What follows belongs to an exercise in optimizing a design on an open flow for small area; a production flow would make more cautious choices.
Function was checked by simulation only, so behaviour that the tests miss may differ from the original.
Power is estimated from default activity; no workload was simulated.

### design/flow/config.mk
export PLATFORM = sky130hd
export DESIGN_NAME = health_monitor
export DESIGN_NICKNAME = health_monitor
export VERILOG_FILES = /design/flow/design.v
export SDC_FILE = /design/flow/constraint.sdc
export NUM_CORES = 4
export LEC_CHECK = 0
export CAP_MARGIN = 20
export CORE_MARGIN = 2
export CORE_UTILIZATION = 40
export SLEW_MARGIN = 20
### design/flow/constraint.sdc
create_clock -name core_clock -period 20.0 [get_ports {clk}]
set_input_delay 4.0000 -clock core_clock [delete_from_list [all_inputs] [get_ports {clk}]]
set_output_delay 4.0000 -clock core_clock [all_outputs]
set_load 0.01 [all_outputs]
### design/flow/design.v
module avg_4(
    input  logic [7:0] count1, count2, count3, count4,
    output logic [7:0] pulseavg
    );
    logic [7:0] x1, k1;              
    logic [8:0] u, v, w, x2, k2;     
    logic [9:0] p, g, cc, sum;
    always_comb begin
        x1 = count1 ^ count2 ^ count3;
        k1 = (count1 & count2) | (count1 & count3) | (count2 & count3);
        u = {1'b0, x1};
        v = {1'b0, count4};
        w = {k1, 1'b0};
        x2 = u ^ v ^ w;
        k2 = (u & v) | (u & w) | (v & w);
        p = {1'b0, x2};
        g = {k2, 1'b0};
        cc[0] = 1'b0;
        for (int i = 0; i < 9; i++)
            cc[i+1] = (p[i] & g[i]) | (p[i] & cc[i]) | (g[i] & cc[i]);
        sum = p ^ g ^ cc;
    end
    assign pulseavg = sum[9:2];
endmodule
module counter_bcd(input logic clk, rst, count0,
                   output logic carry);
   logic [2:0] s;
   always_ff @(posedge clk)
     if (rst) s <= '0;
     else s <= {s[1], s[0], ~(s[2] | s[1])};
   assign carry = count0 & s[2] & ~s[1];
endmodule
module debounce(input logic clk, pb, output logic pb_debounced);
   logic       pb_q1, pb_q2;
   logic [4:0] count;           
   always_ff @(posedge clk) begin
      pb_q1 <= pb;
      pb_q2 <= pb_q1;
      if (count[4]) pb_debounced <= pb_q2;
      if (pb_q1 ^ pb_q2) count <= '0;
      else if (!count[4]) count <= count + 5'd1;
   end
endmodule
module pd_counter (input logic clk, clr, enb,
                   output logic [7:0] q);
   always_ff @(posedge clk)
     if (clr) q <= '0;
     else if (enb && (q != 8'hff)) q <= q + 8'd1;
endmodule
module pd_to_bpm(input logic [7:0] a, output logic [9:0] y);
  logic n19, n20, n21, n22, n23, n24, n25, n26, n27, n28;
  logic n29, n30, n32, n33, n34, n35, n36, n37, n39, n40;
  logic n41, n42, n43, n44, n45, n46, n47, n48, n49, n50;
  logic n51, n52, n53, n54, n55, n56, n58, n59, n61, n62;
  logic n63, n64, n65, n66, n67, n68, n69, n70, n71, n72;
  logic n73, n74, n75, n76, n77, n78, n79, n80, n81, n82;
  logic n83, n84, n85, n86, n87, n88, n89, n90, n91, n92;
  logic n93, n94, n95, n96, n97, n98, n99, n100, n101, n102;
  logic n103, n104, n105, n106, n107, n108, n109, n111, n112, n114;
  logic n115, n116, n117, n118, n119, n120, n121, n122, n123, n124;
  logic n125, n126, n127, n128, n129, n130, n131, n132, n133, n134;
  logic n135, n136, n137, n138, n139, n140, n141, n142, n143, n144;
  logic n145, n146, n147, n148, n149, n150, n151, n152, n153, n154;
  logic n155, n156, n157, n158, n159, n160, n161, n162, n163, n164;
  logic n165, n166, n167, n168, n169, n170, n171, n172, n173, n174;
  logic n175, n176, n177, n178, n179, n180, n181, n182, n183, n184;
  logic n186, n187, n188, n189, n190, n191, n192, n193, n194, n195;
  logic n196, n197, n198, n199, n200, n201, n202, n203, n204, n205;
  logic n206, n207, n208, n209, n210, n211, n212, n213, n214, n215;
  logic n216, n217, n218, n219, n220, n221, n222, n223, n225, n227;
  logic n228, n229, n230, n231, n232, n233, n234, n235, n236, n237;
  logic n238, n239, n240, n241, n242, n243, n244, n245, n246, n247;
  logic n248, n249, n250, n251, n252, n253, n254, n255, n256, n257;
  logic n258, n259, n260, n261, n262, n263, n264, n265, n266, n267;
  logic n268, n269, n270, n271, n272, n273, n274, n275, n276, n277;
  logic n278, n279, n280, n281, n282, n283, n284, n285;
  assign n19 = ~a[3] & ~a[2];
  assign n20 = a[4] & n19;
  assign n21 = a[4] & a[3];
  assign n22 = a[0] & n21;
  assign n23 = ~n20 & ~n22;
  assign n24 = a[3] & ~a[2];
  assign n25 = ~a[1] & ~n24;
  assign n26 = ~n23 & ~n25;
  assign n27 = ~a[5] & ~n26;
  assign n28 = ~a[5] & ~a[2];
  assign n29 = ~n27 & ~n28;
  assign n30 = ~a[7] & ~a[6];
  assign y[9] = ~n29 & n30;
  assign n32 = ~a[1] & ~a[0];
  assign n33 = a[3] & a[2];
  assign n34 = a[4] & n33;
  assign n35 = ~n32 & n34;
  assign n36 = a[5] & n35;
  assign n37 = n30 & ~n36;
  assign y[8] = n29 & n37;
  assign n39 = n29 & n35;
  assign n40 = ~a[4] & ~n33;
  assign n41 = ~n39 & ~n40;
  assign n42 = ~a[2] & ~a[1];
  assign n43 = ~a[4] & ~a[3];
  assign n44 = ~n42 & ~n43;
  assign n45 = ~a[6] & ~a[5];
  assign n46 = ~a[6] & ~n42;
  assign n47 = ~n45 & ~n46;
  assign n48 = ~n44 & ~n47;
  assign n49 = ~a[6] & n40;
  assign n50 = a[3] & n49;
  assign n51 = a[6] & a[5];
  assign n52 = a[6] & ~n40;
  assign n53 = ~n51 & ~n52;
  assign n54 = ~n50 & n53;
  assign n55 = ~n48 & n54;
  assign n56 = ~a[7] & n55;
  assign y[7] = ~n41 & n56;
  assign n58 = ~n21 & n45;
  assign n59 = ~a[7] & ~n55;
  assign y[6] = n58 | n59;
  assign n61 = a[5] & ~a[4];
  assign n62 = a[6] & n19;
  assign n63 = ~a[6] & a[2];
  assign n64 = ~a[3] & a[1];
  assign n65 = n63 & ~n64;
  assign n66 = ~n62 & ~n65;
  assign n67 = a[2] & a[0];
  assign n68 = ~a[3] & ~n67;
  assign n69 = ~a[2] & a[1];
  assign n70 = a[2] & ~a[1];
  assign n71 = ~n69 & ~n70;
  assign n72 = n68 & ~n71;
  assign n73 = n66 & ~n72;
  assign n74 = n61 & ~n73;
  assign n75 = ~a[7] & a[6];
  assign n76 = a[5] & n75;
  assign n77 = n21 & ~n42;
  assign n78 = n76 & ~n77;
  assign n79 = ~n74 & n78;
  assign n80 = a[1] & a[0];
  assign n81 = ~a[5] & a[3];
  assign n82 = n80 & ~n81;
  assign n83 = a[2] & ~n43;
  assign n84 = ~n82 & n83;
  assign n85 = a[6] & ~n19;
  assign n86 = ~a[5] & ~n85;
  assign n87 = ~n84 & ~n86;
  assign n88 = ~a[7] & ~n34;
  assign n89 = ~n22 & n88;
  assign n90 = ~n87 & n89;
  assign n91 = ~n79 & ~n90;
  assign n92 = a[5] & a[4];
  assign n93 = a[3] & ~a[0];
  assign n94 = ~a[1] & ~n93;
  assign n95 = ~n92 & ~n94;
  assign n96 = ~a[2] & n80;
  assign n97 = ~n95 & ~n96;
  assign n98 = a[3] & a[1];
  assign n99 = n30 & ~n98;
  assign n100 = ~n97 & n99;
  assign n101 = n91 & ~n100;
  assign n102 = a[5] & n20;
  assign n103 = n101 & n102;
  assign n104 = n21 & n69;
  assign n105 = ~n52 & ~n104;
  assign n106 = ~a[5] & ~n105;
  assign n107 = a[7] & ~n58;
  assign n108 = ~n74 & ~n107;
  assign n109 = ~n106 & n108;
  assign y[5] = n103 | ~n109;
  assign n111 = ~n39 & ~n107;
  assign n112 = n53 & ~n111;
  assign y[4] = ~n101 | n112;
  assign n114 = ~n19 & n32;
  assign n115 = ~n83 & n114;
  assign n116 = ~a[3] & n32;
  assign n117 = ~a[4] & ~n116;
  assign n118 = a[3] & ~a[1];
  assign n119 = a[2] & ~n118;
  assign n120 = n117 & ~n119;
  assign n121 = ~a[3] & ~n42;
  assign n122 = a[4] & n121;
  assign n123 = n75 & ~n122;
  assign n124 = ~n120 & n123;
  assign n125 = ~n29 & n124;
  assign n126 = n21 & ~n70;
  assign n127 = y[9] & ~n126;
  assign n128 = ~n125 & ~n127;
  assign n129 = ~n115 & ~n128;
  assign n130 = a[3] & ~n46;
  assign n131 = ~a[1] & n34;
  assign n132 = ~n32 & n88;
  assign n133 = ~n131 & ~n132;
  assign n134 = ~n130 & ~n133;
  assign n135 = a[7] & a[6];
  assign n136 = ~n30 & ~n135;
  assign n137 = ~n20 & n136;
  assign n138 = ~n117 & n137;
  assign n139 = ~n134 & ~n138;
  assign n140 = a[7] & ~n69;
  assign n141 = ~n80 & ~n140;
  assign n142 = n77 & ~n141;
  assign n143 = ~a[7] & ~a[0];
  assign n144 = ~a[4] & ~a[2];
  assign n145 = n143 & n144;
  assign n146 = a[5] & ~n145;
  assign n147 = ~n142 & ~n146;
  assign n148 = n139 & ~n147;
  assign n149 = ~a[1] & a[0];
  assign n150 = ~n21 & n149;
  assign n151 = ~n32 & ~n80;
  assign n152 = a[2] & ~n151;
  assign n153 = a[4] & ~n94;
  assign n154 = ~n152 & n153;
  assign n155 = ~n150 & ~n154;
  assign n156 = n51 & n98;
  assign n157 = n155 & n156;
  assign n158 = ~a[5] & ~n98;
  assign n159 = ~n152 & ~n158;
  assign n160 = n49 & ~n159;
  assign n161 = ~n157 & ~n160;
  assign n162 = ~n148 & n161;
  assign n163 = ~n129 & n162;
  assign n164 = a[5] & a[2];
  assign n165 = ~a[0] & ~n28;
  assign n166 = ~n164 & ~n165;
  assign n167 = y[7] & ~n166;
  assign n168 = ~a[5] & ~n21;
  assign n169 = a[7] & ~n92;
  assign n170 = ~n168 & n169;
  assign n171 = a[4] & ~n91;
  assign n172 = ~a[7] & n80;
  assign n173 = ~n21 & n172;
  assign n174 = ~a[6] & ~n173;
  assign n175 = ~n68 & n76;
  assign n176 = ~n34 & ~n40;
  assign n177 = ~n175 & ~n176;
  assign n178 = ~n174 & ~n177;
  assign n179 = a[2] & n61;
  assign n180 = n64 & n179;
  assign n181 = ~n178 & ~n180;
  assign n182 = ~n171 & ~n181;
  assign n183 = ~n170 & ~n182;
  assign n184 = ~n167 & n183;
  assign y[3] = n163 & ~n184;
  assign n186 = ~n42 & n76;
  assign n187 = ~n40 & n51;
  assign n188 = ~n186 & ~n187;
  assign n189 = ~n21 & ~n32;
  assign n190 = a[2] & n189;
  assign n191 = ~a[2] & ~n189;
  assign n192 = ~n190 & ~n191;
  assign n193 = ~y[5] & n192;
  assign n194 = ~n188 & ~n193;
  assign n195 = ~n119 & n142;
  assign n196 = ~a[4] & n70;
  assign n197 = ~n150 & ~n196;
  assign n198 = ~a[7] & ~n197;
  assign n199 = ~a[0] & n126;
  assign n200 = ~a[6] & ~n199;
  assign n201 = ~n19 & ~n33;
  assign n202 = n140 & n201;
  assign n203 = a[1] & n145;
  assign n204 = ~n202 & ~n203;
  assign n205 = n200 & n204;
  assign n206 = ~n198 & n205;
  assign n207 = ~n195 & n206;
  assign n208 = ~n194 & ~n207;
  assign n209 = ~n118 & ~n149;
  assign n210 = y[7] & ~n209;
  assign n211 = n27 & ~n210;
  assign n212 = n184 & n211;
  assign n213 = ~y[3] & ~n212;
  assign n214 = n208 & n213;
  assign n215 = a[3] & n213;
  assign n216 = a[7] & ~n32;
  assign n217 = a[5] & ~n216;
  assign n218 = ~a[7] & ~n149;
  assign n219 = a[4] & n216;
  assign n220 = ~n218 & ~n219;
  assign n221 = ~n217 & n220;
  assign n222 = ~n208 & n221;
  assign n223 = ~n215 & n222;
  assign y[1] = n214 | n223;
  assign n225 = n100 & y[1];
  assign y[2] = ~n163 | n225;
  assign n227 = ~a[3] & n42;
  assign n228 = n208 & ~n227;
  assign n229 = n177 & n221;
  assign n230 = ~n228 & n229;
  assign n231 = a[1] & ~n135;
  assign n232 = ~n143 & ~n231;
  assign n233 = ~n177 & n232;
  assign n234 = ~a[0] & n62;
  assign n235 = n19 & n172;
  assign n236 = ~n234 & ~n235;
  assign n237 = ~n233 & n236;
  assign n238 = ~n230 & n237;
  assign n239 = n61 & ~n238;
  assign n240 = n67 & n134;
  assign n241 = a[7] & a[0];
  assign n242 = ~a[4] & ~n93;
  assign n243 = ~n241 & n242;
  assign n244 = a[6] & ~n243;
  assign n245 = n155 & n244;
  assign n246 = a[7] & ~n64;
  assign n247 = ~n245 & ~n246;
  assign n248 = ~n240 & n247;
  assign n249 = ~a[5] & ~n248;
  assign n250 = ~n58 & ~n249;
  assign n251 = ~a[4] & ~a[1];
  assign n252 = n24 & ~n251;
  assign n253 = ~a[6] & ~n196;
  assign n254 = ~n252 & n253;
  assign n255 = a[6] & n201;
  assign n256 = ~n254 & ~n255;
  assign n257 = a[4] & ~a[0];
  assign n258 = ~n69 & ~n257;
  assign n259 = n68 & n258;
  assign n260 = a[7] & ~n259;
  assign n261 = ~n256 & n260;
  assign n262 = ~n213 & n261;
  assign n263 = ~n250 & ~n262;
  assign n264 = ~n66 & n121;
  assign n265 = ~a[7] & n24;
  assign n266 = ~n79 & ~n265;
  assign n267 = a[1] & ~n266;
  assign n268 = ~n264 & ~n267;
  assign n269 = ~a[0] & ~n268;
  assign n270 = n33 & ~n80;
  assign n271 = ~n139 & n270;
  assign n272 = ~n32 & ~n62;
  assign n273 = ~n136 & ~n272;
  assign n274 = ~a[3] & ~n149;
  assign n275 = n75 & ~n274;
  assign n276 = n118 & ~n241;
  assign n277 = ~n63 & ~n276;
  assign n278 = ~n275 & n277;
  assign n279 = ~n273 & n278;
  assign n280 = a[6] & n118;
  assign n281 = n92 & ~n280;
  assign n282 = ~n279 & n281;
  assign n283 = ~n271 & n282;
  assign n284 = ~n269 & ~n283;
  assign n285 = ~n263 & n284;
  assign y[0] = n239 | ~n285;
endmodule
module pulse_fsm(
    input  logic        clk,
    input  logic [11:0] din,
    output logic        pulse
    );
    logic din_gt_hi, din_gt_lo;
    assign din_gt_hi = (din > 12'd2100);
    assign din_gt_lo = (din > 12'd2000);
    always_ff @(posedge clk)
        if (pulse) pulse <= din_gt_lo;
        else pulse <= din_gt_hi;
endmodule
module reg_enb (input logic clk, enb,
                input  logic [7:0] d,
                output logic [7:0] c1, c2, c3, c4);
   always_ff @(posedge clk)
     if (enb) begin
        c1 <= d;
        c2 <= c1;
        c3 <= c2;
        c4 <= c3;
     end
endmodule
module sevenseg_hex (input logic [3:0] a,
                     output logic [6:0] segs_n );
   logic [6:0] segs;
   always_comb
     case (a)
       4'h0 : segs = 7'b111_1110;
       4'h1 : segs = 7'b011_0000;
       4'h2 : segs = 7'b110_1101;
       4'h3 : segs = 7'b111_1001;
       4'h4 : segs = 7'b011_0011;
       4'h5 : segs = 7'b101_1011;
       4'h6 : segs = 7'b101_1111;
       4'h7 : segs = 7'b111_0000;
       4'h8 : segs = 7'b111_1111;
       4'h9 : segs = 7'b111_0011;
       4'ha : segs = 7'b111_0111;
       4'hb : segs = 7'b001_1111;
       4'hc : segs = 7'b000_1101;
       4'hd : segs = 7'b011_1101;
       4'he : segs = 7'b100_1111;
       default : segs = 7'b100_0111;
     endcase
   assign segs_n = ~segs;
endmodule
module sevenseg_control( input logic clk, rst,
                         input  logic [9:0] bcd,    
                         output logic [2:0] count,
                         output logic [7:0] anode_n,
                         output logic [6:0] segs_n,
                         output logic dp_n );
   logic [3:0] dsel;
   always_ff @(posedge clk)
     if (rst) count <= '0;
     else count <= count + 3'd1;
   assign dp_n = 1'b1;
   assign anode_n = {5'b11111, count != 3'd2, count != 3'd1, count != 3'd0};
   always_comb
     case (count)
       3'd0: dsel = bcd[3:0];
       3'd1: dsel = bcd[7:4];
       3'd2: dsel = {2'b00, bcd[9:8]};
       default: dsel = 4'd0;
     endcase
   sevenseg_hex U_SEVENSEG(.a(dsel), .segs_n);
endmodule
module single_pulser(input logic clk, din, output logic d_pulse);
   logic dq1, dq2;
   always_ff @(posedge clk) begin
      dq1 <= din;
      dq2 <= dq1;
   end
   assign d_pulse = dq1 & ~dq2;
endmodule
module thermometer_decode(
    input  logic [3:0]  d,
    output logic [15:0] y
    );
    always_comb begin
        for (int i = 0; i < 16; i++)
            y[i] = (d >= i);
        y[3] = (d >= 4);
    end
endmodule
module pulse_monitor (
    input  logic       clk, rst, pulse_in, count0,
    output logic [9:0] bcd
);
   logic [7:0] count, count1, count2, count3, count4, pulseavg;
   logic       pulse_db, pulse_sp, cy, clr;
   debounce U_PDB(.clk, .pb(pulse_in), .pb_debounced(pulse_db));
   single_pulser U_PULSE (.clk, .din(pulse_db), .d_pulse(pulse_sp));
   counter_bcd U_PRESCALE(.clk, .rst, .count0, .carry(cy));
   assign clr = rst | pulse_sp;
   pd_counter U_COUNT (.clk, .clr, .enb(cy), .q(count));
   reg_enb U_HIST (.clk, .enb(clr), .d(count), .c1(count1), .c2(count2),
                   .c3(count3), .c4(count4));
   avg_4 U_AVERAGE(.count1, .count2, .count3, .count4, .pulseavg);
   pd_to_bpm U_PD_TO_BPM (.a(pulseavg), .y(bcd));
endmodule
module health_monitor(
    input  logic        clk,
    input  logic        rst,
    input  logic [11:0] adc_data,    
    output logic [15:0] led,         
    output logic        pulse,       
    output logic [6:0]  segs_n,
    output logic [7:0]  anode_n,
    output logic        dp_n
    );
    logic [9:0] bcd;                 
    logic [2:0] count;               
    logic       pre_a, pre_b;        
    thermometer_decode U_THERM(.d(adc_data[11:8]), .y(led));
    pulse_fsm U_PFSM(.clk, .din(adc_data), .pulse);
    pulse_monitor U_PULSEMONITOR(.clk, .rst, .pulse_in(pulse), .count0(count[0]),
                                 .bcd);
    sevenseg_control U_SSC(.clk, .rst, .bcd, .count, .anode_n, .segs_n, .dp_n);
endmodule
### design/flow/flow/run.sh
#!/bin/bash
# Own layout flow.
#  1. the standard synthesis (standard.sh synth), unchanged.
#  2. The combinational logic between the standard synthesis's registers is
#     re-mapped for area: faflip.py feeds full adders whose inputs are mostly
#     inverted the uninverted signals (inverting their outputs instead), then
#     ABC (reopt.ys / reopt.abc) rebuilds the gates between registers, full
#     adders and tie cells, which are kept as they are (instance names and
#     cell types).  A combinational equivalence check (cutregs.py, ceq.ys)
#     must pass, else the standard netlist is used unchanged.
#  3. The standard ORFS layout from floorplan to finish on that netlist, with
#     every port still buffered (by buf_1) and a clock tree of clkbuf_4
#     without dummy loads.
# Each tool's output goes to a log_*.log file in the work folder.
set -euo pipefail
W=$(pwd)
R=$W/orfs/results/$FLOW_PLATFORM/health_monitor/base
YOSYS=${YOSYS_EXE:-$FLOW_HOME/../tools/install/yosys/bin/yosys}
[[ -x $YOSYS ]] || YOSYS=$(command -v yosys)
LIB=$FLOW_HOME/platforms/$FLOW_PLATFORM/lib/sky130_fd_sc_hd__tt_025C_1v80.lib

bash standard.sh synth > $W/log_1_standard_synth.log 2>&1
cp $R/1_2_yosys.v $W/synth_standard.v

python3 $W/flow/faflip.py $W/synth_standard.v $W/synth_faflip.v > $W/log_2a_faflip.log 2>&1
# cells kept as they are: registers, full adders and tie cells
# cells the platform marks don't-use (probe and lpflow cells) stay out of the mapping
DONTUSE=$(grep -oE 'cell *\("?sky130_fd_sc_hd__(probe|lpflow)[a-z0-9_]*' $LIB | grep -oE 'sky130_fd_sc_hd__[a-z0-9_]*' | sort -u | sed 's/^/-dont_use /' | tr '\n' ' ')
KEEP=$(grep -oE 'sky130_fd_sc_hd__(df|edf|sdf|dl|conb|fa_)[a-z0-9_]*' $W/synth_faflip.v | sort -u | tr '\n' ' ')
sed -e "s#@LIB@#$LIB#g" -e "s#@KEEP@#$KEEP#g" -e "s#@DONTUSE@#$DONTUSE#g" -e "s#@IN@#$W/synth_faflip.v#g" \
    -e "s#@OUT@#$W/synth_reopt.v#g" -e "s#@ABC@#$W/flow/reopt.abc#g" \
    -e "s#@TOP@#$FLOW_TOP#g" $W/flow/reopt.ys > $W/reopt_run.ys
USE=$W/synth_standard.v
if $YOSYS -s $W/reopt_run.ys > $W/log_2b_reopt.log 2>&1; then
  python3 $W/flow/cutregs.py $W/synth_standard.v $W/ceq_gold.v $FLOW_TOP
  python3 $W/flow/cutregs.py $W/synth_reopt.v $W/ceq_gate.v $FLOW_TOP
  sed -e "s#@LIB@#$LIB#g" -e "s#@GOLD@#$W/ceq_gold.v#g" -e "s#@GATE@#$W/ceq_gate.v#g" \
      -e "s#@TOP@#$FLOW_TOP#g" $W/flow/ceq.ys > $W/ceq_run.ys
  if $YOSYS -s $W/ceq_run.ys > $W/log_2c_ceq.log 2>&1; then
    USE=$W/synth_reopt.v
  fi
fi
echo "netlist used: $USE" > $W/log_2d_netlist.log
cp $USE $R/1_2_yosys.v

bash standard.sh \
  "BUFFER_PORTS_ARGS=-buffer_cell sky130_fd_sc_hd__buf_1" \
  "CTS_ARGS=-sink_clustering_enable -repair_clock_nets -dont_use_dummy_load -buf_list sky130_fd_sc_hd__clkbuf_4 -sink_clustering_size 30 -sink_clustering_max_diameter 100" \
  finish > $W/log_3_layout.log 2>&1
### design/flow/flow/ceq.ys
# combinational equivalence of the standard and re-mapped netlists, with the
# registers cut out (cutregs.py) and paired by instance name
read_liberty -ignore_miss_func @LIB@
read_verilog @GOLD@
rename @TOP@ gold
read_verilog @GATE@
rename @TOP@ gate
flatten gold gate
opt_clean
miter -equiv -flatten -make_outputs gold gate miter
hierarchy -top miter
sat -prove trigger 0 -verify miter
### design/flow/flow/cutregs.py
import re, sys
# cutregs.py IN OUT TOP: registers become ports (Q an input, D/DE outputs) named after them
TOP = sys.argv[3]
src = open(sys.argv[1]).read()
CELL = re.compile(r'^(\s*)(sky130_fd_sc_hd__\w+)\s+(\\\S+|\S+)\s*\((.*?)\);\n', re.S | re.M)
PIN = re.compile(r'\.(\w+)\(([^()]*)\)')
ports = []; assigns = []
def repl(m):
    t = m.group(2)
    if not re.match(r'sky130_fd_sc_hd__(dfxtp|edfxtp|dfrtp|dfstp|dfxbp|sdf)', t):
        return m.group(0)
    name = re.sub(r'[^A-Za-z0-9_]', '_', m.group(3).lstrip('\\'))
    pins = {k: v.strip() for k, v in PIN.findall(m.group(4))}
    for k, v in pins.items():
        if k == 'CLK': continue
        pn = f'ff_{name}_{k}'
        if k in ('Q', 'Q_N'):
            ports.append(f'  input {pn};\n'); assigns.append(f'  assign {v} = {pn};\n' if k=='Q' else f'  assign {v} = ~{pn};\n')
        else:
            ports.append(f'  output {pn};\n'); assigns.append(f'  assign {pn} = {v} ;\n')
    return ''
body = CELL.sub(repl, src)
# add ports to header
m = re.search(r'module\s+' + TOP + r'\s*\((.*?)\);', body, re.S)
names = [re.search(r'(input|output) (\w+);', p).group(2) for p in ports]
hdr = 'module ' + TOP + '(' + m.group(1) + ', ' + ', '.join(names) + ');'
body = body[:m.start()] + hdr + ''.join(ports) + body[m.end():]
i = body.rfind('endmodule')
body = body[:i] + ''.join(assigns) + body[i:]
open(sys.argv[2], 'w').write(body)
### design/flow/flow/faflip.py
#!/usr/bin/env python3
# faflip.py IN OUT: rewrites full adders whose inputs mostly come from inverters.
# fa(~a,~b,~c) = ~fa(a,b,c) for both SUM and COUT, so such an adder is fed the
# uninverted signals and its outputs are inverted instead.  Later logic
# optimisation (ABC) absorbs or cancels the inverters.  Function is unchanged.
import re, sys
src = open(sys.argv[1]).read()
CELL = re.compile(r'^(\s*)(sky130_fd_sc_hd__\w+)\s+(\\\S+|\S+)\s*\((.*?)\);\n', re.S | re.M)
PIN = re.compile(r'\.(\w+)\(([^()]*)\)')
cells = []
for m in CELL.finditer(src):
    pins = {k: v.strip() for k, v in PIN.findall(m.group(4))}
    cells.append([m.group(2), m.group(3), pins, m.span()])
def inv_src():
    d = {}
    for t, n, p, _ in cells:
        if re.match(r'sky130_fd_sc_hd__(inv|clkinv)_\d+$', t):
            d[p['Y']] = p['A']
    return d
new_cells = []
new_wires = []
k = 0
changed = True
passes = 0
while changed and passes < 10:
    changed = False; passes += 1
    inv = inv_src()
    for c in cells:
        t, n, p, _ = c
        if not t.startswith('sky130_fd_sc_hd__fa_'):
            continue
        ninv = sum(1 for x in ('A', 'B', 'CIN') if p[x] in inv)
        if ninv < 2:
            continue
        for x in ('A', 'B', 'CIN'):
            if p[x] in inv:
                p[x] = inv[p[x]]
            else:
                k += 1; w = f'_faflip_{k}_'; new_wires.append(w)
                cells.append(['sky130_fd_sc_hd__inv_1', f'_faflipi_{k}_', {'A': p[x], 'Y': w}, None])
                p[x] = w
        for o in ('SUM', 'COUT'):
            if p.get(o):
                k += 1; w = f'_faflip_{k}_'; new_wires.append(w)
                cells.append(['sky130_fd_sc_hd__inv_1', f'_faflipi_{k}_', {'A': w, 'Y': p[o]}, None])
                p[o] = w
        changed = True
        inv = inv_src()
# rebuild: drop old cell text, append all cells before endmodule
out = []
last = 0
for t, n, p, span in cells:
    if span:
        out.append(src[last:span[0]]); last = span[1]
body = ''.join(out) + src[last:]
decl = ''.join(f'  wire {w};\n' for w in new_wires)
cells_txt = ''.join(f'  {t} {n} (' + ', '.join(f'.{a}({b} )' for a, b in p.items()) + ');\n' for t, n, p, _ in cells)
i = body.rfind('endmodule')
body = body[:i] + decl + cells_txt + body[i:]
open(sys.argv[2], 'w').write(body)
print(f'faflip: {passes} passes, {k} inverters added')
### design/flow/flow/reopt.abc
strash
&get -n
&deepsyn -T 120
&put
dch
map -a
topo
### design/flow/flow/reopt.ys
read_liberty -ignore_miss_func @LIB@
setattr -mod -set blackbox 1 @KEEP@
read_verilog @IN@
hierarchy -top @TOP@
flatten
opt_clean -purge
abc -liberty @LIB@ -dont_use sky130_fd_sc_hd__clkinv_1 -dont_use sky130_fd_sc_hd__clkbuf_1 @DONTUSE@ -script @ABC@
opt_clean -purge
splitnets
opt_clean -purge
# nets named after the flattened cells' pins get plain names
rename -hide w:_*.*
stat -liberty @LIB@
write_verilog -noattr -noexpr -nohex -nodec @OUT@
### design/flow/standard.sh
#!/bin/bash
# synth_recipe.tcl (not shown) runs the flow's synth.tcl, then flattens the netlist and writes it again
# the make line also repeats each setting of config.mk as NAME=value (left out here)
make -C /OpenROAD-flow-scripts/flow DESIGN_CONFIG=/design/flow/config.mk WORK_HOME=/design/flow/orfs CLKGATE_MAP_FILE= SYNTH_SCRIPT=/design/flow/synth_recipe.tcl "${@:-finish}"
==> impl_metrics.toml, run 1 <==
[placed_design]
place.gp.congestion = 0.993
preCtsSetupSlack_ns = 7.74
placed_area_mm2 = 0.00368
post-dp-hpwl_mm = 6.14
io_buffer_count = 39

[setup_path]
cp-start-kind = "flop"
critPathMaxFanout = 14
cp.required_ns = 16.00
worstSetupPathDepth = 32
arrival_ns = 8.78
cp_top_family = "adder cells"
timing.critical_path.to = "segs_n[0]"
r2r-end = "U_PULSEMONITOR.U_COUNT.q[6]$_SDFFE_PP0P_"
critPathKind = "reg -> out"
crit_path_max_incr_delay_ns = 0.84
path_buf_inv = 3
cp-end-kind = "primary output"
crit-reg2reg-launch = "U_SSC.count[0]$_SDFF_PP0_"
slowest_stage = "fa_1"
crit_top_cell = "fa_1"
r2r_slack_ns = 17.92
startpoint = "U_PULSEMONITOR.U_HIST.c1[1]$_DFFE_PP_"
rr_worst_depth = 16

[clock_tree]
clk_pin_slew_ns = 0.08
clkLatencyLatePin_ns = 0.38
tritoncts = "yes"
ctsResizeCount = 0
clock_path_buffers = 2
numCtsBuffers = 9
numClockSinks = 57
cts_setup_buffers = 0
ctsHoldBuffers = 0
cts-root-buf = "clkbuf_4"
cts-htree-levels = 3

[synth]
netlist_area_mm2 = 0.00337
post_synth.cell_area_avg_um2 = 8.61
ys_warn_count = 10
syn_inst = 392

[drt]
vias = 3048
drt-total-wl_mm = 8.23
first_pass_iters = 5
drc = 0
antenna_left = 0
wl_per_cell_um = 15.0
routed_via_density = 5.55
drt-initial-drc-count = 238

[floorplan]
start_util_pct = 41.3
io_pins = 47
die_x_um = 95.8
rows = 33
core_area_mm2 = 0.00818
die-area_mm2 = 0.00918
die_y_um = 95.8

[timing]
rsz0062_at_grt = "false"
fin_crit_sh_pct = 63.9
worst_slew_pin_slew_ns = 0.673
final-setup-viol-count = 0
skew_ns = 0.0396
timing.fmax_mhz = 78.2
relSlewSlack_pct = 55.1
final.setup.worst_slack_ns = 7.22
fin_crit_ns = 12.78
timing.hold.ws_ns = 0.345
report.final.hold_viol_count = 0
drv_slew = 0
tns_ns = 0

[grt]
track_usage_pct = 19.7
grt_pass1_wl_mm = 13.4
antenna_found_initial = 0
grt_overflow_total = 0
grt_pass1_vias = 2856
grt_max_degree = 41

[worst_hold_path]
hp-class = "reg -> reg"

[cells_and_area]
drive_gt1_share_pct = 3.60
antenna_cells = 0
syn2layout_area_growth_pct = 11.8
postLayoutCellArea_mm2 = 0.00377
nets = 482

[pwr]
powerDensity_mw_per_mm2 = 153
p_leak_nw = 1.55
vdd_drop_max_v = 0.0000509
total_power_w = 0.000579

[flow_run]
drv_cap = 0

[run_status]
status = "no timing/DRC/antenna violations"
-- cell usage in the layout (no fill, tap or decap), drive strengths merged --
master	instances
a2111oi	1
a211oi	1
a21boi	1
a21oi	17
a221oi	3
a22oi	3
a2bb2oi	1
a311oi	2
a31oi	8
a32o	2
a32oi	1
and2	1
and3	1
buf	41
clkbuf	9
conb	7
dfxtp	24
edfxtp	33
fa	22
inv	53
nand2	52
nand3	19
nand4	3
nor2	71
nor3	21
nor3b	2
nor4	1
o2111ai	1
o21ai	31
o21bai	1
o221ai	1
o22ai	1
o311a	1
o311ai	1
o31ai	1
o32ai	1
o41ai	1
or2	1
xnor2	1
xor2	2
-- worst min-delay path by stage --
stage	startpoint	to	slack, ns	cells after the start
after floorplan	U_PULSEMONITOR.U_PDB.pb_debounced$_DFFE_PP_	U_PULSEMONITOR.U_PULSE.dq1$_DFF_P_	0.32	0
after global placement	U_PULSEMONITOR.U_PDB.pb_debounced$_DFFE_PP_	U_PULSEMONITOR.U_PULSE.dq1$_DFF_P_	0.33	0
after detailed placement	U_PULSEMONITOR.U_PDB.pb_debounced$_DFFE_PP_	U_PULSEMONITOR.U_PULSE.dq1$_DFF_P_	0.33	0
after CTS	U_PULSEMONITOR.U_PDB.pb_debounced$_DFFE_PP_	U_PULSEMONITOR.U_PULSE.dq1$_DFF_P_	0.35	0
after global routing	U_PULSEMONITOR.U_PDB.pb_debounced$_DFFE_PP_	U_PULSEMONITOR.U_PULSE.dq1$_DFF_P_	0.36	0
final	U_PULSEMONITOR.U_PDB.pb_debounced$_DFFE_PP_	U_PULSEMONITOR.U_PULSE.dq1$_DFF_P_	0.35	0
-- per-layer routing --
metal	share of wire [%]	vias to the layer above	GRT usage (%)
met2	47	198	30.0
li1	-	1446	-
met4	3.8	0	12.5
met5	0	-	0
met1	39	1373	24.1
met3	9.5	31	6.19
-- sequential cells by signal, summed over array words and instances (netlist names), 3 cells and up --
register,cells
U_PULSEMONITOR.U_PRESCALE.s,3
U_PULSEMONITOR.U_PDB.count,5
U_SSC.count,3
U_PULSEMONITOR.U_HIST.c2,8
U_PULSEMONITOR.U_HIST.c4,8
U_PULSEMONITOR.U_HIST.c1,8
U_PULSEMONITOR.U_HIST.c3,8
U_PULSEMONITOR.U_COUNT.q,8
-- metrics by stage --
stage | util (%) | cells
2_1_floorplan | - | 398
3_3_place_gp | 45.0 | 539
3_5_place_dp | 45.0 | 539
4_1_cts | 45.8 | 548
5_1_grt | 46.1 | 549
6_report | 46.1 | 549
-- cell type report --
| type | count | area, µm² |
|---|---|---|
| Fill cell | 800 | 4400 |
| Multi-Input combinational cell | 284 | 1720 |
| Sequential cell | 57 | 1470 |
| Inverter | 53 | 199 |
| Timing Repair Buffer | 41 | 181 |
| Tap cell | 105 | 131 |
| Clock buffer | 9 | 67.6 |
-- power breakdown --
group	switching (W)	internal, W	leakage, nW
Clock	0.0000341	0.0000209	0.0414
Combinational	0.000269	0.000123	0.973
Sequential	0.00000349	0.000129	0.539
==> inputs of run 2 (changes only) <==
--- a/design/flow/flow/run.sh
+++ b/design/flow/flow/run.sh
@@ -6,6 +6,6 @@
 #     inverted the uninverted signals (inverting their outputs instead), then
-#     ABC (reopt.ys / reopt.abc) rebuilds the gates between registers, full
+#     ABC (reopt.ys with each flow/reopt_*.abc script) rebuilds the gates between registers, full
 #     adders and tie cells, which are kept as they are (instance names and
-#     cell types).  A combinational equivalence check (cutregs.py, ceq.ys)
-#     must pass, else the standard netlist is used unchanged.
+#     cell types).  Each candidate must pass a combinational equivalence check
+#     (cutregs.py, ceq.ys); the smallest is used, else the standard netlist.
 #  3. The standard ORFS layout from floorplan to finish on that netlist, with
@@ -29,14 +29,24 @@
 KEEP=$(grep -oE 'sky130_fd_sc_hd__(df|edf|sdf|dl|conb|fa_)[a-z0-9_]*' $W/synth_faflip.v | sort -u | tr '\n' ' ')
-sed -e "s#@LIB@#$LIB#g" -e "s#@KEEP@#$KEEP#g" -e "s#@DONTUSE@#$DONTUSE#g" -e "s#@IN@#$W/synth_faflip.v#g" \
-    -e "s#@OUT@#$W/synth_reopt.v#g" -e "s#@ABC@#$W/flow/reopt.abc#g" \
-    -e "s#@TOP@#$FLOW_TOP#g" $W/flow/reopt.ys > $W/reopt_run.ys
+# each ABC script in flow/reopt_*.abc gives a candidate netlist; the smallest
+# one that passes the equivalence check is used
+python3 $W/flow/cutregs.py $W/synth_standard.v $W/ceq_gold.v $FLOW_TOP
+reopt() {
+  local v=$1
+  sed -e "s#@LIB@#$LIB#g" -e "s#@KEEP@#$KEEP#g" -e "s#@DONTUSE@#$DONTUSE#g" -e "s#@IN@#$W/synth_faflip.v#g" \
+      -e "s#@OUT@#$W/synth_reopt_$v.v#g" -e "s#@ABC@#$W/flow/reopt_$v.abc#g" \
+      -e "s#@TOP@#$FLOW_TOP#g" $W/flow/reopt.ys > $W/reopt_$v.ys
+  $YOSYS -s $W/reopt_$v.ys > $W/log_2b_reopt_$v.log 2>&1 || return 0
+  python3 $W/flow/cutregs.py $W/synth_reopt_$v.v $W/ceq_gate_$v.v $FLOW_TOP
+  sed -e "s#@LIB@#$LIB#g" -e "s#@GOLD@#$W/ceq_gold.v#g" -e "s#@GATE@#$W/ceq_gate_$v.v#g" \
+      -e "s#@TOP@#$FLOW_TOP#g" $W/flow/ceq.ys > $W/ceq_$v.ys
+  if $YOSYS -s $W/ceq_$v.ys > $W/log_2c_ceq_$v.log 2>&1; then
+    grep -i 'chip area' $W/log_2b_reopt_$v.log | tail -1 | awk -v f=$W/synth_reopt_$v.v '{print $NF, f}' > $W/cand_$v.txt
+  fi
+}
+VARIANTS=$(cd $W/flow && ls reopt_*.abc | sed 's/^reopt_//; s/\.abc$//')
+for v in $VARIANTS; do reopt $v & done
+wait
 USE=$W/synth_standard.v
-if $YOSYS -s $W/reopt_run.ys > $W/log_2b_reopt.log 2>&1; then
-  python3 $W/flow/cutregs.py $W/synth_standard.v $W/ceq_gold.v $FLOW_TOP
-  python3 $W/flow/cutregs.py $W/synth_reopt.v $W/ceq_gate.v $FLOW_TOP
-  sed -e "s#@LIB@#$LIB#g" -e "s#@GOLD@#$W/ceq_gold.v#g" -e "s#@GATE@#$W/ceq_gate.v#g" \
-      -e "s#@TOP@#$FLOW_TOP#g" $W/flow/ceq.ys > $W/ceq_run.ys
-  if $YOSYS -s $W/ceq_run.ys > $W/log_2c_ceq.log 2>&1; then
-    USE=$W/synth_reopt.v
-  fi
+if ls $W/cand_*.txt > /dev/null 2>&1; then
+  USE=$(cat $W/cand_*.txt | sort -g | head -1 | awk '{print $2}')
 fi
==> design/flow/flow/reopt_amap.abc (new file) <==
strash
&get -n
&deepsyn -T 120
&put
dch -f
amap
topo
==> design/flow/flow/reopt_amap2.abc (new file) <==
strash
&get -n
&deepsyn -S 2 -T 120
&put
dch -f
amap
topo
==> design/flow/flow/reopt_map.abc (new file) <==
strash
&get -n
&deepsyn -T 120
&put
dch
map -a
topo
--- a/design/flow/config.mk
+++ b/design/flow/config.mk
@@ -7,5 +7,5 @@
 export LEC_CHECK = 0
-export CAP_MARGIN = 20
+export CAP_MARGIN = 0
 export CORE_MARGIN = 2
 export CORE_UTILIZATION = 40
-export SLEW_MARGIN = 20
+export SLEW_MARGIN = 0
removed: design/flow/flow/reopt.abc
==> run 2 against run 1 <==
Clock-buffer cell count did not move. Global-route usage is essentially flat. Via count is 3.0% lower. First-iteration DRC count is 5.5% lower. Sequential share of layout area increased by 1.1 points. Worst setup slack lost 0.23 ns. Combinational power fell by 8.4%. Clock skew rose by 0.0013 ns. Die area down 2.0%. Area after synthesis decreased by 2.0%. Critical path type unchanged. Critical endpoint unchanged. Largest power group unchanged.
==> impl_metrics.toml, run 2 <==
[timing]
final-setup-viol-count = 0
skew_ns = 0.0408
drv_slew = 0
fin_crit_ns = 13.02
timing.fmax_mhz = 76.8
timing.hold.ws_ns = 0.360
fin_crit_sh_pct = 65.1
worst_slew_pin_slew_ns = 0.697
tns_ns = 0
rsz0062_at_grt = "false"
relSlewSlack_pct = 52.3
report.final.hold_viol_count = 0

[drt]
drt-total-wl_mm = 8.04
drt-initial-drc-count = 225
first_pass_iters = 20
drc = 0
antenna_left = 0
wl_per_cell_um = 15.5
vias = 2956
routed_via_density = 5.71

[clock_tree]
cts-root-buf = "clkbuf_4"
ctsHoldBuffers = 0
numCtsBuffers = 9
clk_pin_slew_ns = 0.10
clock_path_buffers = 2
clkLatencyLatePin_ns = 0.37
cts-htree-levels = 3
tritoncts = "yes"
ctsResizeCount = 0
cts_setup_buffers = 0
numClockSinks = 57

[pwr]
seqPwrFrac_pct = 24.3
switching_power_w = 0.000280
p_int_w = 0.000263
clockPowerShare_pct = 9.8
vdd_drop_max_v = 0.0000457
pwr-share-comb_pct = 65.9
total_power_w = 0.000543
p_leak_nw = 1.37
switching_share_pct = 51.6
powerDensity_mw_per_mm2 = 148

[synth]
post_synth.cell_area_avg_um2 = 9.15
syn_inst = 361
netlist_area_mm2 = 0.00330
ys_warn_count = 10

[grt]
track_usage_pct = 19.7
grt_max_degree = 21
antenna_found_initial = 0
grt_pass1_vias = 2879
grt_pass1_wl_mm = 13.7
grt_overflow_total = 0

[flow_run]
drv_cap = 0

[setup_path]
crit_top_cell = "fa_1"
startpoint = "U_PULSEMONITOR.U_HIST.c1[1]$_DFFE_PP_"
cp-start-kind = "flop"
path_buf_inv = 4
cp-end-kind = "primary output"
cp_top_family = "adder cells"
crit_path_max_incr_delay_ns = 0.76
cp.required_ns = 16.00
critPathMaxFanout = 13
critPathKind = "reg -> out"
crit-reg2reg-launch = "U_SSC.count[0]$_SDFF_PP0_"
slowest_stage = "fa_1"
arrival_ns = 9.02

[placed_design]
post-dp-hpwl_mm = 6.27
placed_area_mm2 = 0.00360
io_buffer_count = 39
place.gp.congestion = 0.972

[cells_and_area]
postLayoutCellArea_mm2 = 0.00367
syn2layout_area_growth_pct = 11.1
layout_commonest_cell = "nor2_1"
fillerInstances = 806
mostFrequentLayoutCells = "nor2_1, inv_1, buf_1"
drive_gt1_share_pct = 2.66
nets = 451
antenna_cells = 0

[worst_hold_path]
min_from = "U_PFSM.pulse$_DFF_P_"
hp-class = "reg -> reg"

[run_status]
status = "no timing/DRC/antenna violations"

[floorplan]
die_y_um = 94.9
die_x_um = 94.9
io_pins = 47
core_area_mm2 = 0.00809
die-area_mm2 = 0.00900
rows = 33
start_util_pct = 40.8
-- run 2: metrics by stage --
stage               setup WS (ns)  util (%)  std cells
CTS                          7.05      45.4        518
finish                       6.98      45.4        518
global placement             7.44      44.5        509
floorplan                    8.26         -        367
global route                 6.16      45.4        518
detailed placement           7.51      44.5        509
-- run 2: worst paths after layout --
check                                                   to  slack (ns)  cells after the start
hold reg to reg         U_PULSEMONITOR.U_PDB.pb_q1$_DFF_P_        0.36                      0
setup reg to reg  U_PULSEMONITOR.U_COUNT.q[7]$_SDFFE_PP0P_       17.86                     11
hold / removal          U_PULSEMONITOR.U_PDB.pb_q1$_DFF_P_        0.36                      0
setup / recovery                                 segs_n[0]        6.98                     32
-- run 2: layer usage --
metal	wire [µm]	track usage (%)	vias to the layer above	part of all wire (%)
li1	-	-	1373	-
met1	3190	24.1	1361	40
met2	3840	31.6	181	48
met3	628	4.55	41	7.8
met4	381	12.0	0	4.7
met5	0	0	-	0
-- run 2: power groups by stage --
stage / Sequential, W / Clock, W / Combinational (W)
after floorplan: 0.000134 / 0 / 0.000246
after global placement: 0.000134 / 0 / 0.000361
after detailed placement: 0.000135 / 0 / 0.000343
after CTS: 0.000132 / 0.0000567 / 0.000344
after global routing: 0.000133 / 0.0000615 / 0.000395
final: 0.000132 / 0.0000534 / 0.000358
-- run 2: cell type report --
class                           count  area, µm²  area share, %
Clock buffer                        9       67.6           1.84
Inverter                           45        169           4.60
Multi-Input combinational cell    261       1670           45.5
Sequential cell                    57       1470           40.1
Tap cell                          105        131           3.58
Timing Repair Buffer               41        161           4.40
==> inputs of run 3 (changes only) <==
==> design/flow/flow/reopt_amap3.abc (new file) <==
strash
&get -n
&deepsyn -S 3 -T 120
&put
dch -f
amap
topo
==> design/flow/flow/reopt_amap5.abc (new file) <==
strash
&get -n
&deepsyn -S 5 -T 120
&put
dch -f
amap
topo
--- a/design/flow/config.mk
+++ b/design/flow/config.mk
@@ -10,2 +10,3 @@
 export CORE_UTILIZATION = 40
+export GPL_TIMING_DRIVEN = 0
 export SLEW_MARGIN = 0
==> run 3 against run 2 <==
Still clean on timing, DRC and antenna. Maximum frequency decreased by 2.1%. Critical path depth increased by 2. Clock power increased by 1%. Sequential cell count unchanged. Synthesized cell count decreased by 0.28%. Combinational power increased by 1%. Final area increased by 0.31%. Register-to-register slack improved by 0.05 ns. Critical path type unchanged. Largest cell class unchanged. Largest power group unchanged.
==> impl_metrics.toml, run 3 <==
[run_status]
status = "no timing/DRC/antenna violations"

[pwr]
switching_power_w = 0.000279
p_leak_nw = 1.38
p_int_w = 0.000270
seqPwrFrac_pct = 24.0
powerDensity_mw_per_mm2 = 149
pwr-share-comb_pct = 66.1
switching_share_pct = 50.9
vdd_drop_max_v = 0.0000413
clockPowerShare_pct = 9.9
total_power_w = 0.000549

[drt]
drt-total-wl_mm = 7.36
first_pass_iters = 8
drc = 0
drt-initial-drc-count = 230
wl_per_cell_um = 14.2
antenna_left = 0
vias = 2883
routed_via_density = 5.54

[setup_path]
crit_top_cell = "fa_1"
critPathKind = "reg -> out"
cp.required_ns = 16.00
arrival_ns = 9.29
cp-start-kind = "flop"
critPathMaxFanout = 12
slowest_stage = "fa_1"
crit_path_max_incr_delay_ns = 0.77
cp-end-kind = "primary output"

[clock_tree]
cts-htree-levels = 3
clkLatencyLatePin_ns = 0.37
cts_setup_buffers = 0
ctsResizeCount = 0
clk_pin_slew_ns = 0.07
clock_path_buffers = 2
ctsHoldBuffers = 0
numClockSinks = 57
tritoncts = "yes"
numCtsBuffers = 9
cts-root-buf = "clkbuf_4"

[timing]
relSlewSlack_pct = 58.0
final-setup-viol-count = 0
report.final.hold_viol_count = 0
worst_slew_pin_slew_ns = 0.614
final.setup.worst_slack_ns = 6.71
drv_slew = 0
fin_crit_sh_pct = 66.4
skew_ns = 0.0353
fin_crit_ns = 13.29
timing.fmax_mhz = 75.3
tns_ns = 0
rsz0062_at_grt = "false"
timing.hold.ws_ns = 0.347

[synth]
netlist_area_mm2 = 0.00329
ys_warn_count = 10
syn_inst = 360
post_synth.cell_area_avg_um2 = 9.13

[floorplan]
io_pins = 47
die_x_um = 94.7
start_util_pct = 40.6
rows = 33
die_y_um = 94.7
die-area_mm2 = 0.00896
core_area_mm2 = 0.00809

[grt]
antenna_found_initial = 0
grt_pass1_wl_mm = 12.1
track_usage_pct = 17.3
grt_max_degree = 39
grt_overflow_total = 0
grt_pass1_vias = 2652

[cells_and_area]
nets = 453
syn2layout_area_growth_pct = 12.0
mostFrequentLayoutCells = "nor2_1, buf_1, inv_1"
drive_gt1_share_pct = 2.41
antenna_cells = 0
layout_commonest_cell = "nor2_1"
fillerInstances = 799
post-route-util_pct = 45.5

[placed_design]
preCtsSetupSlack_ns = 7.17
io_buffer_count = 39
post-dp-hpwl_mm = 5.63
place.gp.congestion = 0.985

[flow_run]
drv_cap = 0

[worst_hold_path]
hp-class = "reg -> reg"
-- run 3: changes by cell type in the layout (fill, tap and decap cells not counted), moves of 4 or more --
cell / previous run / this run
nor2_1: 78 / 91
inv_1: 45 / 34
nor3_1: 11 / 17
o21ai_0: 25 / 19
buf_1: 39 / 43
-- run 3: power groups by stage --
stage               clock [W]  sequential, W  combinational (W)
floorplan                   0       0.000134           0.000261
detailed placement          0       0.000135           0.000352
global route        0.0000625       0.000132           0.000405
global placement            0       0.000134           0.000360
CTS                 0.0000570       0.000132           0.000353
finish              0.0000542       0.000132           0.000363
-- run 3: final cells by class --
cell class | instances | area (µm²) | share of cell area (%)
inverter | 35 | 131 | 3.57
clock buffer | 9 | 67.6 | 1.83
multi-input combinational | 270 | 1690 | 46.0
buffer | 4 | 15.0 | 0.408
timing repair buffer | 40 | 174 | 4.72
sequential | 57 | 1470 | 39.9
tap | 105 | 131 | 3.57
-- run 3: worst paths after layout --
path                                               start                                        to  slack [ns]  cells past startpoint
max reg2reg                    U_SSC.count[0]$_SDFF_PP0_  U_PULSEMONITOR.U_COUNT.q[7]$_SDFFE_PP0P_       17.91                     11
min reg2reg  U_PULSEMONITOR.U_PDB.pb_debounced$_DFFE_PP_        U_PULSEMONITOR.U_PULSE.dq1$_DFF_P_        0.35                      0
min          U_PULSEMONITOR.U_PDB.pb_debounced$_DFFE_PP_        U_PULSEMONITOR.U_PULSE.dq1$_DFF_P_        0.35                      0
max                U_PULSEMONITOR.U_HIST.c1[1]$_DFFE_PP_                                 segs_n[6]        6.71                     34
-- run 3: per-stage QoR --
stage / instances / instance area, µm²
4_1_cts: 519 / 3660
2_1_floorplan: 366 / 3310
5_1_grt: 520 / 3680
3_5_place_dp: 510 / 3590
3_3_place_gp: 510 / 3590
6_report: 520 / 3680
-- run 3: routing by layer --
metal	up-vias	global-route usage [%]	share of wire (%)
met2	155	27.8	47
met5	-	0	0
met1	1323	22.0	41
li1	1380	-	-
met4	0	8.94	3.7
met3	25	3.99	8.0
-- run 3: worst max-delay path: cells and delay by family (launching register included) --
family,cells,cell delay [ns]
flip-flops,1,0.42
buffers and inverters,5,0.86
adder cells (fa/ha/maj),9,4.11
AND/OR/NAND/NOR,13,2.31
AO/OA/AOI/OAI,7,1.23
==> inputs of run 4 (changes only) <==
--- a/design/flow/config.mk
+++ b/design/flow/config.mk
@@ -9,3 +9,3 @@
 export CORE_MARGIN = 2
-export CORE_UTILIZATION = 40
+export CORE_UTILIZATION = 65
 export GPL_TIMING_DRIVEN = 0
==> run 4 against run 3 <==
Wire length up 6.6%. Final area down 1.5%. Non-clock buffer count unchanged. Worst hold slack worse by 0.012 ns. Maximum frequency down 0.90%. Total power up 0.64%. First-iteration DRC count up 140%. Sequential cell count unchanged.
==> impl_metrics.toml, run 4 <==
[clock_tree]
ctsHoldBuffers = 0
ctsResizeCount = 0
clkLatencyLatePin_ns = 0.40
clk_pin_slew_ns = 0.10
cts-htree-levels = 3
tritoncts = "yes"
clock_path_buffers = 2
numCtsBuffers = 9
cts-root-buf = "clkbuf_4"
cts_setup_buffers = 0
numClockSinks = 57

[floorplan]
rows = 25
die_y_um = 75.1
die-area_mm2 = 0.00564
core_area_mm2 = 0.00479
start_util_pct = 68.7
io_pins = 47
die_x_um = 75.1

[synth]
netlist_area_mm2 = 0.00329
post_synth.cell_area_avg_um2 = 9.13
syn_inst = 360
ys_warn_count = 10

[pwr]
switching_share_pct = 51.2
vdd_drop_max_v = 0.0000713
clockPowerShare_pct = 10.1
p_leak_nw = 1.37
seqPwrFrac_pct = 23.9
pwr-share-comb_pct = 66.0
powerDensity_mw_per_mm2 = 152
switching_power_w = 0.000283
p_int_w = 0.000270

[grt]
grt_pass1_wl_mm = 12.2
grt_max_degree = 39
grt_overflow_total = 0
track_usage_pct = 29.7
grt_pass1_vias = 2674
antenna_found_initial = 0

[drt]
antenna_left = 0
drt-total-wl_mm = 7.84
drt-initial-drc-count = 547
wl_per_cell_um = 16.3
drc = 0
met1_length_mm = 2.97
met2_wirelength_mm = 3.95
routed_via_density = 6.10
dr_wl_met3_um = 746
vias = 2941
first_pass_iters = 6
top_layer = "met4"

[setup_path]
slowest_stage = "fa_1"
critPathKind = "reg -> out"
crit_path_max_incr_delay_ns = 0.66
arrival_ns = 9.41
cp-start-kind = "flop"
cp_top_family = "adder cells"
cp.required_ns = 16.00
cp-end-kind = "primary output"
path_buf_inv = 6
crit_top_cell = "fa_1"
critPathMaxFanout = 12

[cells_and_area]
nets = 453
mostFrequentLayoutCells = "nor2_1, buf_1, inv_1"
syn2layout_area_growth_pct = 10.4
layout_commonest_cell = "nor2_1"
antenna_cells = 0
fillerInstances = 340
post-route-util_pct = 75.8
drive_gt1_share_pct = 2.41

[timing]
worst_slew_pin_slew_ns = 0.652
report.final.hold_viol_count = 0
timing.fmax_mhz = 74.6
relSlewSlack_pct = 55.4
fin_crit_sh_pct = 67.0
tns_ns = 0
skew_ns = 0.0273
final-setup-viol-count = 0
drv_slew = 0
fin_crit_ns = 13.41
rsz0062_at_grt = "false"

[worst_hold_path]
hp-class = "reg -> reg"

[placed_design]
io_buffer_count = 39
post-dp-hpwl_mm = 5.82
place.gp.congestion = 1.03

[flow_run]
drv_cap = 0

[run_status]
status = "no timing/DRC/antenna violations"
==> run 4: cell count changes in the layout (fill, tap and decap cells not counted) <==
cell	before	now
buf_12	0	1
buf_16	1	0
==> run 4: path summary, 6_finish.rpt <==
check | slack (ns) | end | startpoint | depth (start not counted)
worst max-delay path | 6.59 | segs_n[6] | U_PULSEMONITOR.U_HIST.c1[2]$_DFFE_PP_ | 33
worst min-delay path | 0.33 | U_PULSEMONITOR.U_PULSE.dq1$_DFF_P_ | U_PULSEMONITOR.U_PDB.pb_debounced$_DFFE_PP_ | 0
worst max register to register | 17.82 | U_PULSEMONITOR.U_COUNT.q[7]$_SDFFE_PP0P_ | U_SSC.count[0]$_SDFF_PP0_ | 11
worst min register to register | 0.33 | U_PULSEMONITOR.U_PULSE.dq1$_DFF_P_ | U_PULSEMONITOR.U_PDB.pb_debounced$_DFFE_PP_ | 0
==> run 4: worst register-to-register path, delay by kind of cell (launching register included) <==
family | cells | cell delay (ns)
AOI/OAI and AO/OA | 1 | 0.15
DFF | 1 | 0.40
and+or+nand+nor | 10 | 1.57
==> run 4: metrics by stage <==
stage	hold WS, ns	instances	total power (W)	worst slack (ns)	area [µm²]
floorplan	0.323	366	0.000395	7.98	3310
detailed placement	0.337	472	0.000483	7.26	3540
global placement	0.325	472	0.000481	7.35	3540
finish	0.335	482	0.000552	6.59	3630
global route	0.359	482	0.000591	6.13	3630
CTS	0.342	481	0.000539	6.79	3610
==> run 4: routing by layer <==
layer | global-route usage, % | vias up
li1 | - | 1379
met1 | 35.9 | 1340
met2 | 50.5 | 192
met3 | 9.64 | 30
met4 | 9.72 | 0
met5 | 0 | -
==> run 4: layout make-up <==
class	count	area, µm²	share of cell area (%)
plain buffers	4	15.0	0.414
clock buffers	9	67.6	1.86
inverters	35	131	3.62
multi-input cells	270	1690	46.7
flip-flops and latches	57	1470	40.6
well taps	67	83.8	2.31
repair buffers	40	166	4.59
==> run 4: power by group through the flow <==
| stage | registers (W) | clock network [W] | logic [W] |
|---|---|---|---|
| 2_1_floorplan | 0.000134 | 0 | 0.000261 |
| 3_3_place_gp | 0.000134 | 0 | 0.000347 |
| 3_5_place_dp | 0.000135 | 0 | 0.000348 |
| 4_1_cts | 0.000132 | 0.0000568 | 0.000350 |
| 5_1_grt | 0.000133 | 0.0000627 | 0.000396 |
| 6_report | 0.000132 | 0.0000557 | 0.000365 |
==> inputs of run 5 (changes only) <==
--- a/design/flow/config.mk
+++ b/design/flow/config.mk
@@ -10,3 +10,2 @@
 export CORE_UTILIZATION = 65
-export GPL_TIMING_DRIVEN = 0
 export SLEW_MARGIN = 0
==> run 5 against run 4 <==
Clock-buffer cell count is the same. Sequential share of layout area rose by 0.31 points. Non-clock buffer count down 4. Synthesized cell count unchanged. Critical endpoint unchanged. Highest routed layer unchanged. Worst setup slack gained 0.19 ns. Utilization down 0.58 points. Area after synthesis stayed put. Critical path depth decreased by 2. Clock skew is 0.0023 ns lower. Clock power is 0.7% higher.
==> impl_metrics.toml, run 5 <==
[drt]
vias = 2993
routed_via_density = 6.26
drt-initial-drc-count = 725
drc = 0
first_pass_iters = 7
antenna_left = 0
wl_per_cell_um = 16.7
drt-total-wl_mm = 7.98

[cells_and_area]
mostFrequentLayoutCells = "nor2_1, buf_1, inv_1"
syn2layout_area_growth_pct = 9.51
layout_commonest_cell = "nor2_1"
post-route-util_pct = 75.2
antenna_cells = 0
nets = 449
final_cells = 478
drive_gt1_share_pct = 2.43

[grt]
use_met2_pct = 49.8
busiest_layer = "met2"
grt_overflow_total = 0
track_usage_pct = 30.9
antenna_found_initial = 0
met3_usage_pct = 9.77
grt_pass1_vias = 2858
grt_max_degree = 32
grt_util_met1_pct = 35.7
grt_pass1_wl_mm = 12.9

[timing]
fin_crit_sh_pct = 66.1
final-setup-viol-count = 0
relSlewSlack_pct = 58.5
skew_ns = 0.0249
worst_slew_pin_slew_ns = 0.606
tns_ns = 0
fin_crit_ns = 13.22
rsz0062_at_grt = "false"
timing.fmax_mhz = 75.7
drv_slew = 0
report.final.hold_viol_count = 0

[clock_tree]
tritoncts = "yes"
clkLatencyLatePin_ns = 0.41
clk_pin_slew_ns = 0.09
cts-htree-levels = 3
ctsResizeCount = 0
numCtsBuffers = 9
cts_setup_buffers = 0
ctsHoldBuffers = 0
cts-root-buf = "clkbuf_4"
numClockSinks = 57
clock_path_buffers = 2

[floorplan]
die-area_mm2 = 0.00564
core_area_mm2 = 0.00479
start_util_pct = 68.7
rows = 25
die_x_um = 75.1
io_pins = 47
die_y_um = 75.1

[setup_path]
critPathKind = "reg -> out"
cp.required_ns = 16.00
cp-end-kind = "primary output"
rr_worst_depth = 11
crit_top_cell = "fa_1"
arrival_ns = 9.22
critPathMaxFanout = 12
crit-reg2reg-launch = "U_SSC.count[0]$_SDFF_PP0_"
slowest_stage = "fa_1"
r2r-end = "U_PULSEMONITOR.U_COUNT.q[7]$_SDFFE_PP0P_"
r2r_slack_ns = 17.81
cp-start-kind = "flop"
crit_path_max_incr_delay_ns = 0.63

[pwr]
powerDensity_mw_per_mm2 = 155
vdd_drop_max_v = 0.0000883
p_leak_nw = 1.37

[run_status]
status = "no timing/DRC/antenna violations"

[placed_design]
io_buffer_count = 39
place.gp.congestion = 1.01
place_inst = 469
post-dp-hpwl_mm = 5.84

[synth]
netlist_area_mm2 = 0.00329
ys_warn_count = 10
syn_inst = 360
post_synth.cell_area_avg_um2 = 9.13

[worst_hold_path]
whs_path_depth = 0
hp-class = "reg -> reg"
min_from = "U_PULSEMONITOR.U_PULSE.dq1$_DFF_P_"
hold-path-endpoint = "U_PULSEMONITOR.U_PULSE.dq2$_DFF_P_"

[flow_run]
drv_cap = 0
==> run 5: layout make-up <==
class                      instances  area, µm²
fill                             330       1180
clock buffer                       9       67.6
tap                               67       83.8
sequential                        57       1470
timing repair buffer              40        154
inverter                          35        131
multi-input combinational        270       1690
==> run 5: per-layer routing <==
layer / vias up / part of all wire (%)
met5: - / 0
met4: 0 / 6.2
met3: 75 / 10
met2: 219 / 47
met1: 1325 / 37
li1: 1374 / -
==> run 5: worst max-delay path, delay by kind of cell (launching register included) <==
family	cells	cell delay [ns]
buf+inv	3	0.72
compound gates	11	2.21
simple gates	8	1.43
fa+ha+maj	9	4.05
flops	1	0.42
==> run 5: metrics by stage <==
stage	setup slack (ns)	instance area (µm²)	hold slack (ns)	total power, W
2_1_floorplan	7.98	3310	0.323	0.000395
4_1_cts	6.92	3600	0.361	0.000544
3_3_place_gp	7.68	3530	0.325	0.000489
6_report	6.78	3600	0.361	0.000560
5_1_grt	6.30	3600	0.368	0.000598
3_5_place_dp	7.37	3530	0.330	0.000486
==> run 5: worst max-delay path by stage <==
stage                                           from   endpoint  slack (ns)  cells past startpoint
6_report       U_PULSEMONITOR.U_HIST.c1[1]$_DFFE_PP_  segs_n[6]        6.78                     31
3_3_place_gp   U_PULSEMONITOR.U_HIST.c1[1]$_DFFE_PP_  segs_n[6]        7.68                     31
3_5_place_dp   U_PULSEMONITOR.U_HIST.c1[1]$_DFFE_PP_  segs_n[6]        7.37                     31
5_1_grt        U_PULSEMONITOR.U_HIST.c1[1]$_DFFE_PP_  segs_n[6]        6.30                     31
2_1_floorplan  U_PULSEMONITOR.U_HIST.c1[1]$_DFFE_PP_  segs_n[6]        7.98                     32
4_1_cts        U_PULSEMONITOR.U_HIST.c1[1]$_DFFE_PP_  segs_n[6]        6.92                     31
==> run 5: power by group <==
group           total, W  leakage, nW  switching, W  internal [W]
registers       0.000132        0.539    0.00000324      0.000129
logic           0.000372        0.786      0.000252      0.000120
clock network  0.0000561       0.0414     0.0000353     0.0000208
==> inputs of run 6 (changes only) <==
--- a/design/flow/config.mk
+++ b/design/flow/config.mk
@@ -9,3 +9,3 @@
 export CORE_MARGIN = 2
-export CORE_UTILIZATION = 65
+export CORE_UTILIZATION = 40
 export SLEW_MARGIN = 0
==> run 6 against run 5 <==
Synthesized cell count unchanged. Area after synthesis did not move. Largest power group unchanged. Critical path type unchanged. Still clean. Total power fell by 0.60%.
==> impl_metrics.toml, run 6 <==
[grt]
use_met2_pct = 29.1
antenna_found_initial = 0
busiest_layer = "met2"
grt_pass1_vias = 2681
grt_pass1_wl_mm = 12.5
met3_usage_pct = 3.91
track_usage_pct = 18.1
grt_max_degree = 29
grt_util_met1_pct = 23.1
grt_overflow_total = 0

[drt]
drc = 0
antenna_left = 0
first_pass_iters = 5
drt-total-wl_mm = 7.70
vias = 2857
routed_via_density = 5.54
wl_per_cell_um = 14.9
drt-initial-drc-count = 169

[cells_and_area]
nets = 449
drive_gt1_share_pct = 2.43
mostFrequentLayoutCells = "nor2_1, buf_1, inv_1"
syn2layout_area_growth_pct = 11.0
layout_commonest_cell = "nor2_1"
antenna_cells = 0
postLayoutCellArea_mm2 = 0.00365

[flow_run]
drv_cap = 0

[setup_path]
r2r-end = "U_PULSEMONITOR.U_COUNT.q[7]$_SDFFE_PP0P_"
critPathMaxFanout = 12
crit_top_cell = "fa_1"
crit-reg2reg-launch = "U_SSC.count[0]$_SDFF_PP0_"
crit_path_max_incr_delay_ns = 0.77
cp-end-kind = "primary output"
slowest_stage = "fa_1"
startpoint = "U_PULSEMONITOR.U_HIST.c1[1]$_DFFE_PP_"
cp.required_ns = 16.00
r2r_slack_ns = 17.89
rr_worst_depth = 11
critPathKind = "reg -> out"
arrival_ns = 9.00
cp-start-kind = "flop"
timing.critical_path.to = "segs_n[6]"

[synth]
post_synth.cell_area_avg_um2 = 9.13
netlist_area_mm2 = 0.00329
syn_inst = 360
ys_warn_count = 10

[pwr]
clockPowerShare_pct = 9.9
switching_share_pct = 51.6
seqPwrFrac_pct = 23.7
powerDensity_mw_per_mm2 = 152
switching_power_w = 0.000287
pwr-share-comb_pct = 66.4
p_int_w = 0.000269
vdd_drop_max_v = 0.0000411
p_leak_nw = 1.37

[timing]
drv_slew = 0
relSlewSlack_pct = 58.0
worst_slew_pin_slew_ns = 0.615
fin_crit_sh_pct = 65.0
skew_ns = 0.0344
tns_ns = 0
fin_crit_ns = 13.00
final-setup-viol-count = 0
report.final.hold_viol_count = 0
timing.fmax_mhz = 76.9
rsz0062_at_grt = "false"

[floorplan]
io_pins = 47
core_area_mm2 = 0.00809
die_y_um = 94.7
die_x_um = 94.7
rows = 33
die-area_mm2 = 0.00896
start_util_pct = 40.6

[clock_tree]
clk_pin_slew_ns = 0.11
clock_path_buffers = 2
numClockSinks = 57
cts-htree-levels = 3
cts_setup_buffers = 0
tritoncts = "yes"
clkLatencyLatePin_ns = 0.39
cts-root-buf = "clkbuf_4"
numCtsBuffers = 9
ctsResizeCount = 0
ctsHoldBuffers = 0

[run_status]
status = "no timing/DRC/antenna violations"

[placed_design]
placed_area_mm2 = 0.00358
post-dp-hpwl_mm = 5.90
place.gp.congestion = 1.02
io_buffer_count = 39

[worst_hold_path]
hp-class = "reg -> reg"
-- run 6: cell counts in the layout (fill, tap and decap cells not counted) --
Identical to the previous run, type by type.
-- run 6: per-stage QoR --
stage	cells	power, W	utilization [%]	hold slack [ns]	setup slack [ns]
finish	516	0.000556	45.1	0.354	7.00
CTS	516	0.000549	45.1	0.357	7.08
global route	516	0.000604	45.1	0.358	6.34
detailed placement	507	0.000492	44.2	0.330	7.54
global placement	507	0.000505	44.2	0.332	7.63
floorplan	366	0.000395	-	0.323	7.98
-- run 6: power groups by stage --
| stage | combinational, W | sequential, W | clock [W] |
|---|---|---|---|
| final | 0.000370 | 0.000132 | 0.0000551 |
| after detailed placement | 0.000357 | 0.000134 | 0 |
| after CTS | 0.000358 | 0.000132 | 0.0000586 |
| after global routing | 0.000408 | 0.000132 | 0.0000632 |
| after global placement | 0.000370 | 0.000134 | 0 |
| after floorplan | 0.000261 | 0.000134 | 0 |
-- run 6: layout make-up --
class,count,area (µm²)
fillers,809,4440
flip-flops and latches,57,1470
well taps,105,131
repair buffers,40,154
clock buffers,9,67.6
multi-input cells,270,1690
inverters,35,131
-- run 6: worst max-delay path, delay by kind of cell, from the launching register on --
| family | cells | cell delay [ns] |
|---|---|---|
| buffers and inverters | 3 | 0.62 |
| AOI/OAI and AO/OA | 11 | 2.26 |
| DFF | 1 | 0.44 |
| and+or+nand+nor | 8 | 1.13 |
| adders and majority gates | 9 | 4.16 |
-- run 6: routing by layer --
| layer | part of all wire (%) | vias to the layer above |
|---|---|---|
| met4 | 3.4 | 0 |
| met2 | 47 | 141 |
| met1 | 43 | 1319 |
| met3 | 6.7 | 26 |
| met5 | 0 | - |
| li1 | - | 1371 |
-- run 6: worst min path at each step --
| stage | from | endpoint | slack, ns | cells after the start |
|---|---|---|---|---|
| after floorplan | U_PULSEMONITOR.U_PDB.pb_debounced$_DFFE_PP_ | U_PULSEMONITOR.U_PULSE.dq1$_DFF_P_ | 0.32 | 0 |
| after global placement | U_PULSEMONITOR.U_PDB.pb_debounced$_DFFE_PP_ | U_PULSEMONITOR.U_PULSE.dq1$_DFF_P_ | 0.33 | 0 |
| after detailed placement | U_PULSEMONITOR.U_PDB.pb_debounced$_DFFE_PP_ | U_PULSEMONITOR.U_PULSE.dq1$_DFF_P_ | 0.33 | 0 |
| after CTS | U_PULSEMONITOR.U_PDB.pb_debounced$_DFFE_PP_ | U_PULSEMONITOR.U_PULSE.dq1$_DFF_P_ | 0.36 | 0 |
| after global routing | U_PULSEMONITOR.U_PDB.pb_debounced$_DFFE_PP_ | U_PULSEMONITOR.U_PULSE.dq1$_DFF_P_ | 0.36 | 0 |
| final | U_PULSEMONITOR.U_PDB.pb_debounced$_DFFE_PP_ | U_PULSEMONITOR.U_PULSE.dq1$_DFF_P_ | 0.35 | 0 |

Re-timed with assumed drivers on the ports (clkbuf_16 on the clock, buf_2 on other inputs), run 6 has 6.982 ns of setup slack against 7.003 ns with ideal ports, and 7.371 ns once port delays also move by the mid clock arrival of 0.389 ns.
